From an optimization exercise on the open Yosys and OpenROAD flow, aimed at small area, a short achievable clock period and few clock cycles per item; shortcuts taken in it are not production practice. The RTL was checked by simulation tests, not by an equivalence proof against the original design.

===== design.v =====
`timescale 1ns/1ps
module sbox(
    input  [63:0] x0, x1, x2, x3, x4,
    output [63:0] n0, n1, n2, n3, n4,
    output [63:0] l0, l1, l2, l3, l4
    );
    assign n0 = x1 & ~(x4 ^ x2 ^ x0);
    assign l0 = x3 ^ x2 ^ x0;
    assign n1 = (x1 | x2 | x3) & ~(x1 & x2 & x3);
    assign l1 = x4 ^ x0;
    assign n2 = x4 & ~x3;
    assign l2 = ~(x2 ^ x1);
    assign n3 = (x4 ^ x3) & ~x0;
    assign l3 = x2 ^ x1 ^ x0;
    assign n4 = x1 & ~(x4 ^ x0);
    assign l4 = x4 ^ x3;
endmodule
`timescale 1ns / 1ps
module linear_sub(
    input  [63:0] n0, n1, n2, n3, n4,
    input  [63:0] l0, l1, l2, l3, l4,
    input  [63:0] k3, k4,
    output [63:0] o0, o1, o2, o3, o4
    );
    function [63:0] ror(input [63:0] x, input integer n);
        ror = (x >> n) | (x << (64 - n));
    endfunction
    function [63:0] sig(input [63:0] x, input integer a, input integer b);
        sig = x ^ ror(x, a) ^ ror(x, b);
    endfunction
    assign o0 = sig(n0, 19, 28) ^ sig(l0, 19, 28);
    assign o1 = sig(n1, 61, 39) ^ sig(l1, 61, 39);
    assign o2 = sig(n2, 1, 6)   ^ sig(l2, 1, 6);
    assign o3 = sig(n3, 10, 17) ^ (sig(l3, 10, 17) ^ k3);
    assign o4 = sig(n4, 7, 41)  ^ (sig(l4, 7, 41) ^ k4);
endmodule
`timescale 1ns / 1ps
module RND_Const(
    input  [63:0] x2_in,
    input  [3:0]  rnd,
    output [63:0] x2_out
);
    wire [3:0] hi = 4'd15 - rnd;
    assign x2_out = x2_in ^ {56'd0, hi, rnd};
endmodule
`timescale 1ns / 1ps
module Perm(
    input  [319:0] S,
    input  [3:0]   rnd,
    input  [63:0]  k3, k4,
    output [319:0] S_out
    );
    wire [63:0] x0, x1, x2, x3, x4;
    assign {x0, x1, x2, x3, x4} = S;
    wire [63:0] c2;
    RND_Const L1(.x2_in(x2), .rnd(rnd), .x2_out(c2));
    wire [63:0] n0, n1, n2, n3, n4, l0, l1, l2, l3, l4;
    sbox L2(.x0(x0), .x1(x1), .x2(c2), .x3(x3), .x4(x4),
            .n0(n0), .n1(n1), .n2(n2), .n3(n3), .n4(n4),
            .l0(l0), .l1(l1), .l2(l2), .l3(l3), .l4(l4));
    linear_sub L3(.n0(n0), .n1(n1), .n2(n2), .n3(n3), .n4(n4),
            .l0(l0), .l1(l1), .l2(l2), .l3(l3), .l4(l4), .k3(k3), .k4(k4),
            .o0(S_out[319:256]), .o1(S_out[255:192]), .o2(S_out[191:128]),
            .o3(S_out[127:64]), .o4(S_out[63:0]));
endmodule
`timescale 1ns / 1ps
module initialization(
    input [127:0] key,
    input [127:0] nonce,
    input clk,
    input rst,
    input start,
    output reg finish,
    output reg [319:0] state
 );
   localparam [63:0] IV = 64'h00001000808c0001;
   reg        busy;
   reg [3:0]  rnd;
   reg        last;    
   wire [127:0] kx = last ? key : 128'd0;
   wire [319:0] nxt;
   Perm P(.S(state), .rnd(rnd), .k3(kx[127:64]), .k4(kx[63:0]), .S_out(nxt));
   always @(posedge clk) begin
      if (rst) begin
         busy   <= 1'b0;
         finish <= 1'b0;
      end else if (start && !busy) begin
         busy   <= 1'b1;
         finish <= 1'b0;
      end else if (busy && last) begin
         busy   <= 1'b0;
         finish <= 1'b1;
      end
   end
   always @(posedge clk) begin
      if (busy) begin
         state <= nxt;
         rnd   <= rnd + 4'd1;
         last  <= (rnd == 4'd10);
      end else if (start) begin
         state <= {IV, key, nonce};
         rnd   <= 4'd0;
         last  <= 1'b0;
      end
   end
endmodule

===== flow/run.sh =====
#!/bin/bash
set -euo pipefail
here=$(cd "$(dirname "$0")" && pwd)
export BUFFER_PORTS_ARGS="-buffer_cell sky130_fd_sc_hd__buf_2"
export PRE_GLOBAL_ROUTE_TCL="$here/pre_grt.tcl"
export RECOVER_POWER=100
bash standard.sh > standard.log 2>&1

===== flow/pre_grt.tcl =====
# Sourced before global routing. ORFS's recover_power_helper downsizes gates on
# paths with positive slack; run it against a setup uncertainty equal to the
# design's current setup slack, so that only gates off the critical paths are
# downsized and the worst slack at the design's clock is kept.
rename recover_power_helper my_orig_recover_power_helper
proc recover_power_helper { } {
  set ws [worst_slack -max]
  if { $ws <= 0 } { return }
  puts "recover_power_helper: setup uncertainty $ws ns while downsizing"
  set_clock_uncertainty -setup $ws [all_clocks]
  my_orig_recover_power_helper
  unset_clock_uncertainty -setup [all_clocks]
  puts "recover_power_helper: worst slack after downsizing [worst_slack -max]"
}

===== standard.sh =====
#!/bin/bash
# synth_recipe.tcl (not shown) runs the flow's synth.tcl, then flattens the netlist and writes it again
# the make line also repeats each setting of config.mk as NAME=value (left out here)
make -C /OpenROAD-flow-scripts/flow DESIGN_CONFIG=/design/flow/config.mk WORK_HOME=/design/flow/orfs CLKGATE_MAP_FILE= SYNTH_SCRIPT=/design/flow/synth_recipe.tcl "${@:-finish}"

===== config.mk =====
export PLATFORM = sky130hd
export DESIGN_NAME = initialization
export DESIGN_NICKNAME = initialization
export VERILOG_FILES = /design/flow/design.v
export SDC_FILE = /design/flow/constraint.sdc
export NUM_CORES = 4
export LEC_CHECK = 0
export CAP_MARGIN = 20
export CORE_MARGIN = 2
export CORE_UTILIZATION = 35
export CTS_CLUSTER_DIAMETER = 80
export CTS_CLUSTER_SIZE = 40
export GPL_ROUTABILITY_DRIVEN = 0
export SETUP_SLACK_MARGIN = 2.7
export SLEW_MARGIN = 20

===== constraint.sdc =====
create_clock -name core_clock -period 5.0 [get_ports {clk}]
set_input_delay 1.0000 -clock core_clock [delete_from_list [all_inputs] [get_ports {clk}]]
set_output_delay 1.0000 -clock core_clock [all_outputs]
set_load 0.01 [all_outputs]

==> report_table.html, run 1 <==
<table>
<tr><th>Metric</th><th>Value</th></tr>
<tr><th colspan="2">Outcome</th></tr>
<tr><td>Result of the run</td><td>finished clean</td></tr>
<tr><th colspan="2">Layout</th></tr>
<tr><td>Number of filler cells placed in the layout</td><td>7664</td></tr>
<tr><td>Post-layout nets</td><td>4318</td></tr>
<tr><td>Sequential cell area in the final layout</td><td>9800 um2</td></tr>
<tr><td>Final std cell area, no fill</td><td>46000 um2</td></tr>
<tr><td>Area growth from synthesis to layout</td><td>48.6%</td></tr>
<tr><td>Multi-input gate area in the final layout</td><td>24700 um2</td></tr>
<tr><td>Final core area utilization</td><td>52.3%</td></tr>
<tr><td>Share of cells above drive strength 1</td><td>47.5%</td></tr>
<tr><th colspan="2">STA</th></tr>
<tr><td>Fin. max-slew vios</td><td>0</td></tr>
<tr><td>Hold Vio Cnt, Final</td><td>0</td></tr>
<tr><td>Post-route clock skew</td><td>25.7 ps</td></tr>
<tr><td>Slew Limit Headroom</td><td>30.6%</td></tr>
<tr><td>Accumulated negative setup slack</td><td>0 ps</td></tr>
<tr><td>Maximum clock rate</td><td>0.372 GHz</td></tr>
<tr><td>Worst setup slack after layout</td><td>2310 ps</td></tr>
<tr><td>Ratio of final minimum period to clock period</td><td>53.7%</td></tr>
<tr><td>RSZ-0062 raised after global routing</td><td>true</td></tr>
<tr><td>Worst Max-Slew Pin Slew</td><td>1030 ps</td></tr>
<tr><td>Time the final worst path needs with I/O delays and setup</td><td>2690 ps</td></tr>
<tr><td>Final setup violation count</td><td>0</td></tr>
<tr><th colspan="2">Logic synthesis</th></tr>
<tr><td>Register area share after synthesis</td><td>31.6%</td></tr>
<tr><td>Post-Synthesis Net Count</td><td>3250</td></tr>
<tr><td>Post-synthesis cell type count</td><td>34</td></tr>
<tr><td>Warnings, synthesis</td><td>2</td></tr>
<tr><td>Synth Area per Inst</td><td>11.1 um2</td></tr>
<tr><td>Gate Count Post-Synth</td><td>2800</td></tr>
<tr><td>Post-synthesis instance area</td><td>31000 um2</td></tr>
<tr><td>Flop and latch count out of synthesis</td><td>327</td></tr>
<tr><th colspan="2">Clock network</th></tr>
<tr><td>TritonCTS clock tree</td><td>yes</td></tr>
<tr><td>CTS max path bufs</td><td>3</td></tr>
<tr><td>Clock root buffer master</td><td>sky130_fd_sc_hd__clkbuf_16</td></tr>
<tr><td>Quantity of hold-fixing buffers added after cts</td><td>0</td></tr>
<tr><td>Number of clock buffers inserted by TritonCTS</td><td>29</td></tr>
<tr><td>Maximum level of the CTS H-tree</td><td>1</td></tr>
<tr><td>Num Clock Sinks</td><td>327</td></tr>
<tr><td>Clock transition at path regs</td><td>90 ps</td></tr>
<tr><td>Clock latency on the worst-skew pair</td><td>630 ps</td></tr>
<tr><th colspan="2">Global routing</th></tr>
<tr><td>Antenna violations before repair</td><td>25</td></tr>
<tr><td>Tot GR Track Use</td><td>33.5%</td></tr>
<tr><td>Overflow after GRT</td><td>0</td></tr>
<tr><td>Pin count of the biggest net entering global routing</td><td>93</td></tr>
<tr><td>First-pass GRT wire length</td><td>208000 um</td></tr>
<tr><td>Via count of the first global-routing pass</td><td>25208</td></tr>
<tr><th colspan="2">Drt</th></tr>
<tr><td>Average via count per standard cell</td><td>5.42</td></tr>
<tr><td>Average detailed-routed wire length per instance</td><td>32.3 um</td></tr>
<tr><td>Total number of vias</td><td>27478</td></tr>
<tr><td>Antenna-violating nets left</td><td>0</td></tr>
<tr><td>First-pass iteration count of the detailed router</td><td>6</td></tr>
<tr><td>DRC violation count after routing</td><td>0</td></tr>
<tr><td>Drt total wl</td><td>164000 um</td></tr>
<tr><td>Initial DRC Count</td><td>3467</td></tr>
<tr><th colspan="2">Place</th></tr>
<tr><td>Placement Cell Area</td><td>35400 um2</td></tr>
<tr><td>PortBufs</td><td>579</td></tr>
<tr><td>Post-place setup slack</td><td>1700 ps</td></tr>
<tr><td>Final HPWL from detailed placement</td><td>127000 um</td></tr>
<tr><th colspan="2">Worst setup path</th></tr>
<tr><td>Critical Path Sink Type</td><td>register</td></tr>
<tr><td>Crit-path cells</td><td>buf_4, xor3_1, mux2i_1, xnor2_1, nand2_1, mux2i_4</td></tr>
<tr><td>Max FO, Critical Path</td><td>3</td></tr>
<tr><td>Crit path arrival time</td><td>3120 ps</td></tr>
<tr><td>Startpoint Class</td><td>register</td></tr>
<tr><td>Data required time at the worst endpoint</td><td>5440 ps</td></tr>
<tr><td>Stage delay of the slowest cell on the critical path</td><td>820 ps</td></tr>
<tr><td>Critical path class</td><td>reg2reg</td></tr>
<tr><td>Worst-path cell with the longest stage delay</td><td>sky130_fd_sc_hd__xnor2_1</td></tr>
<tr><th colspan="2">Die</th></tr>
<tr><td>Total core area</td><td>88100 um2</td></tr>
<tr><td>IO Count</td><td>580</td></tr>
<tr><td>Initial standard-cell utilization of the core</td><td>35.2%</td></tr>
<tr><td>Height of the die</td><td>301 um</td></tr>
<tr><td>Die Outline Area</td><td>90900 um2</td></tr>
<tr><td>Number of placement rows</td><td>109</td></tr>
<tr><td>Die Span X</td><td>301 um</td></tr>
<tr><th colspan="2">Hold path</th></tr>
<tr><td>Path category of the worst min-delay check</td><td>reg2reg</td></tr>
<tr><th colspan="2">Flow run</th></tr>
<tr><td>Maximum capacitance violations</td><td>0</td></tr>
</table>
-- cells by family after synthesis --
family                   count (synthesis)  synth area share, %
AND/OR/NAND/NOR                        495                 6.88
buffers and inverters                  269                 3.36
multiplexers                           256                 8.84
AO/OA/AOI/OAI                          175                 2.85
adder cells (fa/ha/maj)                191                 7.71
flip-flops                             327                 31.6
XOR/XNOR                              1087                 38.7
-- cell usage in the layout, fill, tap and decap left out, types with 8 or more instances in the layout --
master / n
sky130_fd_sc_hd__buf_6: 105
sky130_fd_sc_hd__ha_4: 21
sky130_fd_sc_hd__xnor3_1: 93
sky130_fd_sc_hd__and2_1: 8
sky130_fd_sc_hd__xor3_1: 46
sky130_fd_sc_hd__mux2i_1: 88
sky130_fd_sc_hd__mux2i_2: 24
sky130_fd_sc_hd__mux2_2: 130
sky130_fd_sc_hd__ha_2: 19
sky130_fd_sc_hd__xnor2_2: 211
sky130_fd_sc_hd__buf_4: 436
sky130_fd_sc_hd__edfxtp_1: 325
sky130_fd_sc_hd__ha_1: 151
sky130_fd_sc_hd__xor2_1: 151
sky130_fd_sc_hd__nand2_1: 224
sky130_fd_sc_hd__nand2_2: 9
sky130_fd_sc_hd__o21ai_0: 35
sky130_fd_sc_hd__mux2i_4: 9
sky130_fd_sc_hd__nor2_1: 145
sky130_fd_sc_hd__o21ai_1: 12
sky130_fd_sc_hd__nor2b_2: 27
sky130_fd_sc_hd__or2_2: 9
sky130_fd_sc_hd__inv_1: 185
sky130_fd_sc_hd__xnor2_4: 76
sky130_fd_sc_hd__xnor2_1: 411
sky130_fd_sc_hd__clkbuf_16: 32
sky130_fd_sc_hd__nor2b_4: 14
sky130_fd_sc_hd__diode_2: 17
sky130_fd_sc_hd__xor2_2: 47
sky130_fd_sc_hd__buf_12: 61
sky130_fd_sc_hd__xor3_2: 10
sky130_fd_sc_hd__xor2_4: 35
sky130_fd_sc_hd__nor2b_1: 22
sky130_fd_sc_hd__buf_2: 504
sky130_fd_sc_hd__a21oi_1: 124
-- final cells by class --
class | instances | area share (%)
Clock inverter | 22 | 0.473
Clock buffer | 31 | 1.59
Inverter | 193 | 1.58
Antenna cell | 17 | 0.0924
Multi-Input combinational cell | 2204 | 53.7
Timing Repair Buffer | 1113 | 18.1
Sequential cell | 327 | 21.3
Tap cell | 1165 | 3.17
-- repair_timing --
action,in CTS,in global routing
gates resized for setup,416,424
setup buffers,247,249
gates cloned,0,4
pin swaps,56,104
endpoints found under the setup margin,525,539
-- layer usage --
| metal | global-route usage, % | wire length (um) |
|---|---|---|
| met5 | 0 | 117 |
| met4 | 24.3 | 15700 |
| met3 | 12.4 | 22300 |
| met2 | 50.7 | 70600 |
| met1 | 39.0 | 55100 |
-- state kept, by name, indices dropped and copies added (netlist names) --
register,cells
finish,1
busy,1
last,1
rnd,4
state,320
-- synth_stat cells --
library cell	n	area share [%]
sky130_fd_sc_hd__xnor2_1	675	19
sky130_fd_sc_hd__edfxtp_1	325	32
sky130_fd_sc_hd__nand2_1	234	2.8
sky130_fd_sc_hd__xor2_1	222	6.3
sky130_fd_sc_hd__inv_1	193	2.3
sky130_fd_sc_hd__ha_1	191	7.7
sky130_fd_sc_hd__nor2_1	155	1.9
sky130_fd_sc_hd__mux2_2	133	4.8
sky130_fd_sc_hd__a21oi_1	125	2.0
sky130_fd_sc_hd__mux2i_1	121	3.9
sky130_fd_sc_hd__xnor3_1	100	7.3
sky130_fd_sc_hd__nor2b_1	63	1.3
sky130_fd_sc_hd__xor3_1	56	4.3
sky130_fd_sc_hd__clkbuf_1	44	0.53
sky130_fd_sc_hd__o21ai_0	44	0.71
sky130_fd_sc_hd__xnor2_2	23	1.2
sky130_fd_sc_hd__buf_2	16	0.26
sky130_fd_sc_hd__and2_1	15	0.30
sky130_fd_sc_hd__buf_1	11	0.13
sky130_fd_sc_hd__or2_2	11	0.22
sky130_fd_sc_hd__xor2_2	11	0.58
sky130_fd_sc_hd__nand2b_1	7	0.14
sky130_fd_sc_hd__or2_1	5	0.10
sky130_fd_sc_hd__clkbuf_2	3	0.048
sky130_fd_sc_hd__o21ai_1	3	0.048
sky130_fd_sc_hd__o31ai_1	3	0.073
sky130_fd_sc_hd__buf_4	2	0.048
sky130_fd_sc_hd__dfxtp_1	2	0.13
sky130_fd_sc_hd__mux2_4	2	0.097
sky130_fd_sc_hd__and2_4	1	0.028
sky130_fd_sc_hd__and2b_2	1	0.028
sky130_fd_sc_hd__nand3_1	1	0.016
sky130_fd_sc_hd__nor2_4	1	0.036
sky130_fd_sc_hd__nor3_1	1	0.016
-- critical path: cells and delay by family, from the launching register on --
| kind | cells | cell delay [ps] |
|---|---|---|
| xor+xnor | 2 | 1180 |
| mux | 2 | 410 |
| buf+inv | 1 | 190 |
| flops | 1 | 440 |
| simple gates | 1 | 280 |
-- through the flow --
step                cells  hold WS [ps]
floorplan            2800           496
finish               5072           533
CTS                  4802           524
detailed placement   4502           511
global placement     4501           520
global route         5059           560
-- final timing paths --
| path | from | to | slack, ps | cells past startpoint |
|---|---|---|---|---|
| hold reg to reg | finish$_SDFFE_PP0P_ | finish$_SDFFE_PP0P_ | 530 | 2 |
| setup reg to reg | rnd[0]$_SDFFCE_PN0P_ | state[260]$_SDFFCE_PN0P_ | 2310 | 6 |
| setup / recovery | rnd[0]$_SDFFCE_PN0P_ | state[260]$_SDFFCE_PN0P_ | 2310 | 6 |
| hold / removal | finish$_SDFFE_PP0P_ | finish$_SDFFE_PP0P_ | 530 | 2 |
Testbench counts, summed over its fixed seeds: cycles 5,000, items 384.
==> run 2: changes to the inputs <==
==> flow/run.sh (replaced) <==
#!/bin/bash
set -euo pipefail
here=$(cd "$(dirname "$0")" && pwd)
export BUFFER_PORTS_ARGS="-buffer_cell sky130_fd_sc_hd__buf_2"
export POST_SYNTH_TCL="$here/post_synth.tcl"
bash standard.sh > standard.log 2>&1
==> flow/post_synth.tcl (new file) <==
# Sourced after the synthesized netlist is loaded (POST_SYNTH hook). Splits
# each 3-input XOR/XNOR cell into two 2-input cells; the input with the least
# slack goes to the second cell, so the late signal passes one gate only.
proc my_split_xor3 { } {
  set db [ord::get_db]
  set block [ord::get_db_block]
  set xor2 [$db findMaster sky130_fd_sc_hd__xor2_1]
  set xnor2 [$db findMaster sky130_fd_sc_hd__xnor2_1]
  set todo {}
  foreach cell [get_cells -hierarchical *] {
    set m [get_property $cell ref_name]
    if { ![regexp {^sky130_fd_sc_hd__x(n?)or3_[0-9]+$} $m -> isn] } { continue }
    set ins {}
    foreach p {A B C} {
      set s [get_property [get_pins -of_objects $cell -filter "lib_pin_name==$p"] slack_max]
      if { ![string is double -strict $s] } { set s 1e30 }
      lappend ins [list $p $s]
    }
    # least slack last
    set ins [lsort -real -decreasing -index 1 $ins]
    lappend todo [list [sta::sta_to_db_inst $cell] $isn [lindex $ins 0 0] [lindex $ins 1 0] [lindex $ins 2 0]]
  }
  set n 0
  foreach t $todo {
    lassign $t inst isn p1 p2 p3
    set name [$inst getName]
    set n1 [[$inst findITerm $p1] getNet]
    set n2 [[$inst findITerm $p2] getNet]
    set n3 [[$inst findITerm $p3] getNet]
    set nx [[$inst findITerm X] getNet]
    odb::dbInst_destroy $inst
    set mid [odb::dbNet_create $block "${name}_xs"]
    set i1 [odb::dbInst_create $block $xor2 "${name}_xa"]
    [$i1 findITerm A] connect $n1
    [$i1 findITerm B] connect $n2
    [$i1 findITerm X] connect $mid
    if { $isn eq "n" } {
      set i2 [odb::dbInst_create $block $xnor2 "${name}_xb"]
      [$i2 findITerm Y] connect $nx
    } else {
      set i2 [odb::dbInst_create $block $xor2 "${name}_xb"]
      [$i2 findITerm X] connect $nx
    }
    [$i2 findITerm A] connect $mid
    [$i2 findITerm B] connect $n3
    incr n
  }
  puts "my_split_xor3: split $n cells"
}
my_split_xor3
--- a/config.mk
+++ b/config.mk
@@ -11,5 +11,5 @@
 export CTS_CLUSTER_DIAMETER = 80
 export CTS_CLUSTER_SIZE = 40
 export GPL_ROUTABILITY_DRIVEN = 0
-export SETUP_SLACK_MARGIN = 2.7
+export SETUP_SLACK_MARGIN = 2.6
 export SLEW_MARGIN = 20
removed: flow/pre_grt.tcl
==> report_table.html, run 2 <==
<table>
<tr><th>Metric</th><th>Value</th></tr>
<tr><th colspan="2">Place</th></tr>
<tr><td>PortBufs</td><td>579</td></tr>
<tr><td>Final HPWL from detailed placement</td><td>124000 um</td></tr>
<tr><th colspan="2">Layout</th></tr>
<tr><td>Registers with the most flip-flops</td><td>state (320), rnd (4)</td></tr>
<tr><td>Number of filler cells placed in the layout</td><td>8040</td></tr>
<tr><td>Area growth from synthesis to layout</td><td>33.3%</td></tr>
<tr><td>Post-layout nets</td><td>4094</td></tr>
<tr><td>Most frequent cells in the layout</td><td>sky130_fd_sc_hd__buf_2 (577), sky130_fd_sc_hd__xnor2_1 (566), sky130_fd_sc_hd__xor2_1 (359)</td></tr>
<tr><td>Largest register FFs</td><td>320</td></tr>
<tr><td>Most common cell after layout, fill and taps aside</td><td>sky130_fd_sc_hd__buf_2</td></tr>
<tr><td>Largest register by flop count</td><td>state</td></tr>
<tr><td>Share of cells above drive strength 1</td><td>35.5%</td></tr>
<tr><th colspan="2">Logic synthesis</th></tr>
<tr><td>Post-synthesis instance area</td><td>30100 um2</td></tr>
<tr><td>Warnings, synthesis</td><td>2</td></tr>
<tr><td>Post-Synthesis Net Count</td><td>3406</td></tr>
<tr><td>Synth Area per Inst</td><td>10.2 um2</td></tr>
<tr><td>Gate Count Post-Synth</td><td>2956</td></tr>
<tr><th colspan="2">Die</th></tr>
<tr><td>Die Outline Area</td><td>88400 um2</td></tr>
<tr><td>Die Span X</td><td>297 um</td></tr>
<tr><td>Height of the die</td><td>297 um</td></tr>
<tr><td>Initial standard-cell utilization of the core</td><td>35.3%</td></tr>
<tr><td>Number of placement rows</td><td>107</td></tr>
<tr><td>Total core area</td><td>85300 um2</td></tr>
<tr><td>IO Count</td><td>580</td></tr>
<tr><th colspan="2">Global routing</th></tr>
<tr><td>First-pass GRT wire length</td><td>203000 um</td></tr>
<tr><td>Overflow after GRT</td><td>0</td></tr>
<tr><td>Pin count of the biggest net entering global routing</td><td>176</td></tr>
<tr><td>Tot GR Track Use</td><td>33.3%</td></tr>
<tr><td>Via count of the first global-routing pass</td><td>24390</td></tr>
<tr><td>Antenna violations before repair</td><td>19</td></tr>
<tr><th colspan="2">Drt</th></tr>
<tr><td>Initial DRC Count</td><td>3132</td></tr>
<tr><td>DRC violation count after routing</td><td>0</td></tr>
<tr><td>Average via count per standard cell</td><td>5.32</td></tr>
<tr><td>Antenna-violating nets left</td><td>0</td></tr>
<tr><td>Total number of vias</td><td>25659</td></tr>
<tr><td>Average detailed-routed wire length per instance</td><td>32.0 um</td></tr>
<tr><td>Drt total wl</td><td>154000 um</td></tr>
<tr><td>First-pass iteration count of the detailed router</td><td>5</td></tr>
<tr><th colspan="2">STA</th></tr>
<tr><td>Hold Vio Cnt, Final</td><td>0</td></tr>
<tr><td>Slew Limit Headroom</td><td>25.8%</td></tr>
<tr><td>Time the final worst path needs with I/O delays and setup</td><td>2520 ps</td></tr>
<tr><td>Fin Hold WS</td><td>484 ps</td></tr>
<tr><td>Fin. max-slew vios</td><td>0</td></tr>
<tr><td>Maximum clock rate</td><td>0.396 GHz</td></tr>
<tr><td>Post-route clock skew</td><td>28.8 ps</td></tr>
<tr><td>Worst Max-Slew Pin Slew</td><td>1110 ps</td></tr>
<tr><td>Final setup violation count</td><td>0</td></tr>
<tr><td>Ratio of final minimum period to clock period</td><td>50.5%</td></tr>
<tr><td>Accumulated negative setup slack</td><td>0 ps</td></tr>
<tr><td>RSZ-0062 raised after global routing</td><td>true</td></tr>
<tr><th colspan="2">Worst setup path</th></tr>
<tr><td>Crit path max-delay family</td><td>XOR/XNOR gates</td></tr>
<tr><td>Critical path buffer and inverter count</td><td>0</td></tr>
<tr><td>Stage delay of the slowest cell on the critical path</td><td>560 ps</td></tr>
<tr><td>Critical path's most frequent cell</td><td>sky130_fd_sc_hd__xor2_4</td></tr>
<tr><td>Startpoint Class</td><td>register</td></tr>
<tr><td>Max FO, Critical Path</td><td>4</td></tr>
<tr><td>Critical path class</td><td>reg2reg</td></tr>
<tr><td>Data required time at the worst endpoint</td><td>5310 ps</td></tr>
<tr><td>Worst-path cell with the longest stage delay</td><td>sky130_fd_sc_hd__edfxtp_1</td></tr>
<tr><td>Crit path arrival time</td><td>2840 ps</td></tr>
<tr><td>Crit-path cells</td><td>xnor2_4, nand2_1, xor2_1, xnor2_2, xor2_4, xor2_4, a21oi_2</td></tr>
<tr><td>Critical Path Sink Type</td><td>register</td></tr>
<tr><th colspan="2">Clock network</th></tr>
<tr><td>Clock root buffer master</td><td>sky130_fd_sc_hd__clkbuf_16</td></tr>
<tr><td>Clock transition at path regs</td><td>80 ps</td></tr>
<tr><td>TritonCTS clock tree</td><td>yes</td></tr>
<tr><td>Quantity of hold-fixing buffers added after cts</td><td>0</td></tr>
<tr><td>CTS max path bufs</td><td>3</td></tr>
<tr><td>Number of clock buffers inserted by TritonCTS</td><td>34</td></tr>
<tr><td>Num Clock Sinks</td><td>327</td></tr>
<tr><td>Maximum level of the CTS H-tree</td><td>2</td></tr>
<tr><td>Clock latency on the worst-skew pair</td><td>600 ps</td></tr>
<tr><th colspan="2">Outcome</th></tr>
<tr><td>Result of the run</td><td>finished clean</td></tr>
<tr><th colspan="2">Flow run</th></tr>
<tr><td>Maximum capacitance violations</td><td>0</td></tr>
<tr><th colspan="2">Hold path</th></tr>
<tr><td>Path category of the worst min-delay check</td><td>reg2reg</td></tr>
</table>
==> run 2: path summary, 6_finish.rpt <==
kind / start / depth (start not counted) / slack, ps / to
worst max-delay path: state[28]$_DFFE_PP_ / 7 / 2480 / state[28]$_DFFE_PP_
worst min-delay path: finish$_SDFFE_PP0P_ / 2 / 480 / finish$_SDFFE_PP0P_
worst max register to register: state[28]$_DFFE_PP_ / 7 / 2480 / state[28]$_DFFE_PP_
worst min register to register: finish$_SDFFE_PP0P_ / 2 / 480 / finish$_SDFFE_PP0P_
==> run 2: area by class of cell <==
| type | instances | area, um2 | area share (%) |
|---|---|---|---|
| multi-input combinational | 2360 | 22500 | 56.1 |
| sequential | 327 | 9800 | 24.4 |
| timing repair buffer | 728 | 4470 | 11.1 |
| tap | 1144 | 1430 | 3.56 |
| clock buffer | 41 | 941 | 2.34 |
| inverter | 193 | 724 | 1.80 |
| clock inverter | 21 | 259 | 0.645 |
| antenna | 8 | 20.0 | 0.0498 |
==> run 2: what timing repair did <==
action	CTS	global route
buffers inserted	44	72
hold endpoints to repair	0	0
endpoints found under the setup margin	215	186
pin swaps	16	46
gates cloned	3	0
gates resized for setup	243	191
==> run 2: layer usage <==
metal / wire length [um] / up-vias / track usage [%]
met5: 230 / - / 0
met1: 55000 / 12596 / 40.6
met2: 67900 / 1708 / 51.0
met3: 19500 / 407 / 10.9
li1: - / 10928 / -
met4: 11500 / 20 / 20.0
==> run 2: metrics by stage <==
stage               std cells  utilization [%]  area, um2  setup WS [ps]
finish                   4822             47.1      40200           2480
global route             4815             47.1      40100           2430
CTS                      4742             44.6      38100           2340
detailed placement       4633             40.4      34500           1370
global placement         4633             40.4      34500           1310
floorplan                2956                -      30100           1200
==> run 2: worst min-delay path, cell delays in order, from the launching register on <==
cell	delay (ps)
sky130_fd_sc_hd__dfxtp_1	320
sky130_fd_sc_hd__nand2b_1	70
sky130_fd_sc_hd__a21oi_1	60
==> run 3: changes to the inputs <==
--- a/config.mk
+++ b/config.mk
@@ -11,5 +11,5 @@
 export CTS_CLUSTER_DIAMETER = 80
 export CTS_CLUSTER_SIZE = 40
 export GPL_ROUTABILITY_DRIVEN = 0
-export SETUP_SLACK_MARGIN = 2.6
+export SETUP_SLACK_MARGIN = 2.55
 export SLEW_MARGIN = 20
==> report_table.html, run 3 <==
<table>
<tr><th>Metric</th><th>Value</th></tr>
<tr><th colspan="2">Worst setup path</th></tr>
<tr><td>Crit path max-delay family</td><td>XOR/XNOR gates</td></tr>
<tr><td>Stage delay of the slowest cell on the critical path</td><td>510 ps</td></tr>
<tr><td>Crit-path cells</td><td>xnor2_1, nand2_1, xor2_1, xor2_1, xnor2_2, a21oi_1</td></tr>
<tr><td>Max FO, Critical Path</td><td>4</td></tr>
<tr><td>Critical path's most frequent cell</td><td>sky130_fd_sc_hd__xor2_1</td></tr>
<tr><td>Crit path arrival time</td><td>2860 ps</td></tr>
<tr><td>Critical path class</td><td>reg2reg</td></tr>
<tr><td>Critical path buffer and inverter count</td><td>0</td></tr>
<tr><td>Data required time at the worst endpoint</td><td>5300 ps</td></tr>
<tr><td>Startpoint Class</td><td>register</td></tr>
<tr><td>Critical Path Sink Type</td><td>register</td></tr>
<tr><td>Worst-path cell with the longest stage delay</td><td>sky130_fd_sc_hd__edfxtp_1</td></tr>
<tr><th colspan="2">Die</th></tr>
<tr><td>Initial standard-cell utilization of the core</td><td>35.3%</td></tr>
<tr><td>Die Span X</td><td>297 um</td></tr>
<tr><td>Die Outline Area</td><td>88400 um2</td></tr>
<tr><td>IO Count</td><td>580</td></tr>
<tr><td>Total core area</td><td>85300 um2</td></tr>
<tr><td>Height of the die</td><td>297 um</td></tr>
<tr><td>Number of placement rows</td><td>107</td></tr>
<tr><th colspan="2">Outcome</th></tr>
<tr><td>Result of the run</td><td>finished clean</td></tr>
<tr><th colspan="2">Drt</th></tr>
<tr><td>Total number of vias</td><td>25486</td></tr>
<tr><td>Initial DRC Count</td><td>3158</td></tr>
<tr><td>Antenna-violating nets left</td><td>0</td></tr>
<tr><td>Drt total wl</td><td>153000 um</td></tr>
<tr><td>First-pass iteration count of the detailed router</td><td>6</td></tr>
<tr><td>Average detailed-routed wire length per instance</td><td>31.9 um</td></tr>
<tr><td>DRC violation count after routing</td><td>0</td></tr>
<tr><td>Average via count per standard cell</td><td>5.33</td></tr>
<tr><th colspan="2">Clock network</th></tr>
<tr><td>Number of clock buffers inserted by TritonCTS</td><td>34</td></tr>
<tr><td>Clock latency on the worst-skew pair</td><td>590 ps</td></tr>
<tr><td>Num Clock Sinks</td><td>327</td></tr>
<tr><td>Maximum level of the CTS H-tree</td><td>2</td></tr>
<tr><td>Clock root buffer master</td><td>sky130_fd_sc_hd__clkbuf_16</td></tr>
<tr><td>CTS max path bufs</td><td>3</td></tr>
<tr><td>TritonCTS clock tree</td><td>yes</td></tr>
<tr><td>Clock transition at path regs</td><td>80 ps</td></tr>
<tr><th colspan="2">Layout</th></tr>
<tr><td>Share of cells above drive strength 1</td><td>32.8%</td></tr>
<tr><td>Largest register by flop count</td><td>state</td></tr>
<tr><td>Registers with the most flip-flops</td><td>state (320), rnd (4)</td></tr>
<tr><td>Largest register FFs</td><td>320</td></tr>
<tr><td>Final Non-Filler Cells</td><td>4780</td></tr>
<tr><td>Most common cell after layout, fill and taps aside</td><td>sky130_fd_sc_hd__xnor2_1</td></tr>
<tr><td>Most frequent cells in the layout</td><td>sky130_fd_sc_hd__xnor2_1 (595), sky130_fd_sc_hd__buf_2 (579), sky130_fd_sc_hd__xor2_1 (373)</td></tr>
<tr><td>Post-layout nets</td><td>4052</td></tr>
<tr><td>Area growth from synthesis to layout</td><td>29.5%</td></tr>
<tr><th colspan="2">STA</th></tr>
<tr><td>Fin Hold WS</td><td>483 ps</td></tr>
<tr><td>Post-route clock skew</td><td>33.2 ps</td></tr>
<tr><td>Accumulated negative setup slack</td><td>0 ps</td></tr>
<tr><td>Final setup violation count</td><td>0</td></tr>
<tr><td>Worst Max-Slew Pin Slew</td><td>1100 ps</td></tr>
<tr><td>Hold Vio Cnt, Final</td><td>0</td></tr>
<tr><td>Maximum clock rate</td><td>0.390 GHz</td></tr>
<tr><td>Ratio of final minimum period to clock period</td><td>51.3%</td></tr>
<tr><td>Fin. max-slew vios</td><td>0</td></tr>
<tr><td>Slew Limit Headroom</td><td>26.5%</td></tr>
<tr><td>RSZ-0062 raised after global routing</td><td>true</td></tr>
<tr><td>Time the final worst path needs with I/O delays and setup</td><td>2570 ps</td></tr>
<tr><td>Worst setup slack after layout</td><td>2430 ps</td></tr>
<tr><th colspan="2">Global routing</th></tr>
<tr><td>Grt peak-use layer</td><td>met2</td></tr>
<tr><td>Tot GR Track Use</td><td>33.2%</td></tr>
<tr><td>First-pass GRT wire length</td><td>202000 um</td></tr>
<tr><td>Pin count of the biggest net entering global routing</td><td>176</td></tr>
<tr><td>Met3 usage</td><td>10.3%</td></tr>
<tr><td>Antenna violations before repair</td><td>18</td></tr>
<tr><td>Via count of the first global-routing pass</td><td>24143</td></tr>
<tr><td>Overflow after GRT</td><td>0</td></tr>
<tr><td>Met1 GRT Util</td><td>40.9%</td></tr>
<tr><td>Met2 capacity usage during global routing</td><td>51.0%</td></tr>
<tr><th colspan="2">Logic synthesis</th></tr>
<tr><td>Synth Area per Inst</td><td>10.2 um2</td></tr>
<tr><td>Warnings, synthesis</td><td>2</td></tr>
<tr><td>Post-synthesis instance area</td><td>30100 um2</td></tr>
<tr><td>Gate Count Post-Synth</td><td>2956</td></tr>
<tr><td>Post-Synthesis Net Count</td><td>3406</td></tr>
<tr><th colspan="2">Place</th></tr>
<tr><td>Post-place setup slack</td><td>1370 ps</td></tr>
<tr><td>Final HPWL from detailed placement</td><td>124000 um</td></tr>
<tr><td>PortBufs</td><td>579</td></tr>
<tr><td>Total instance count after detailed placement</td><td>4633</td></tr>
<tr><th colspan="2">Hold path</th></tr>
<tr><td>Path category of the worst min-delay check</td><td>reg2reg</td></tr>
<tr><th colspan="2">Flow run</th></tr>
<tr><td>Maximum capacitance violations</td><td>0</td></tr>
</table>
## run 3: tightest hold or removal path, delay by kind of cell, from the launching register on
kind / cells / cell delay, ps
AOI/OAI and AO/OA: 1 / 60
DFF: 1 / 320
and+or+nand+nor: 1 / 70
## run 3: per-layer routing
layer	vias to the layer above	routed length, um
met1	12627	56000
li1	10842	-
met5	-	138
met4	20	10600
met2	1619	67400
met3	378	18500
## run 3: area by class of cell
cell class / instances / area (um2)
fillers: 8182 / 46300
multi-input cells: 2360 / 21900
flip-flops and latches: 327 / 9800
repair buffers: 686 / 3970
well taps: 1144 / 1430
clock buffers: 41 / 941
inverters: 193 / 724
clock inverters: 21 / 259
diodes: 8 / 20.0
## run 3: path summary, 6_finish.rpt
| kind | cells after the start | to | startpoint | slack [ps] |
|---|---|---|---|---|
| min reg2reg | 2 | finish$_SDFFE_PP0P_ | finish$_SDFFE_PP0P_ | 480 |
| min | 2 | finish$_SDFFE_PP0P_ | finish$_SDFFE_PP0P_ | 480 |
| max reg2reg | 6 | state[4]$_DFFE_PP_ | state[301]$_SDFFCE_PN0P_ | 2430 |
| max | 6 | state[4]$_DFFE_PP_ | state[301]$_SDFFCE_PN0P_ | 2430 |
## run 3: through the flow
| stage | area (um2) | util (%) |
|---|---|---|
| after floorplan | 30100 | - |
| after global placement | 34500 | 40.4 |
| after detailed placement | 34500 | 40.4 |
| after CTS | 37500 | 44.0 |
| after global routing | 39000 | 45.7 |
| final | 39000 | 45.8 |
## run 3: what timing repair did
item / 4_1_cts / 5_1_grt
endpoints found under the setup margin: 188 / 151
hold buffers: 0 / 0
pin swaps: 10 / 32
buffers inserted: 33 / 42
cloned: 2 / 0
resized for setup: 192 / 135

separate check: timing with driven ports:
The flow's constraints put no driver on any port. The routed layouts listed below were extracted and timed again, unchanged, in two steps. Step 1 (the two cells are an assumption about what drives the block):
set clk [get_ports {clk}]
set_driving_cell -lib_cell sky130_fd_sc_hd__clkbuf_16 $clk
set_driving_cell -lib_cell sky130_fd_sc_hd__buf_2 [delete_from_list [all_inputs] $clk]
Step 2 times the ports against the registers' clock, not the clock port: input delays grow and output delays shrink by t, the midpoint of the rising clock arrivals with the driver on. Three values: no drivers, after step 1, after step 2; two values: the first two.
run | t (ns) | slack for setup (ns) | clock arrival spread, ns | worst slew at a driven data input, ns
run 1 | 0.694 | 2.315 / 2.315 / 2.272 | 0.027 / 0.026 | 0.13
run 2 | 0.651 | 2.476 / 2.472 / 2.259 | 0.030 / 0.030 | 0.13
run 3 | 0.651 | 2.434 / 2.434 / 2.211 | 0.033 / 0.034 | 0.13
After both steps setup and hold are still met in every run listed. For run 3, which loses most, drivers alone change the setup slack by 0.000 ns; drivers and shift together by -0.223 ns.
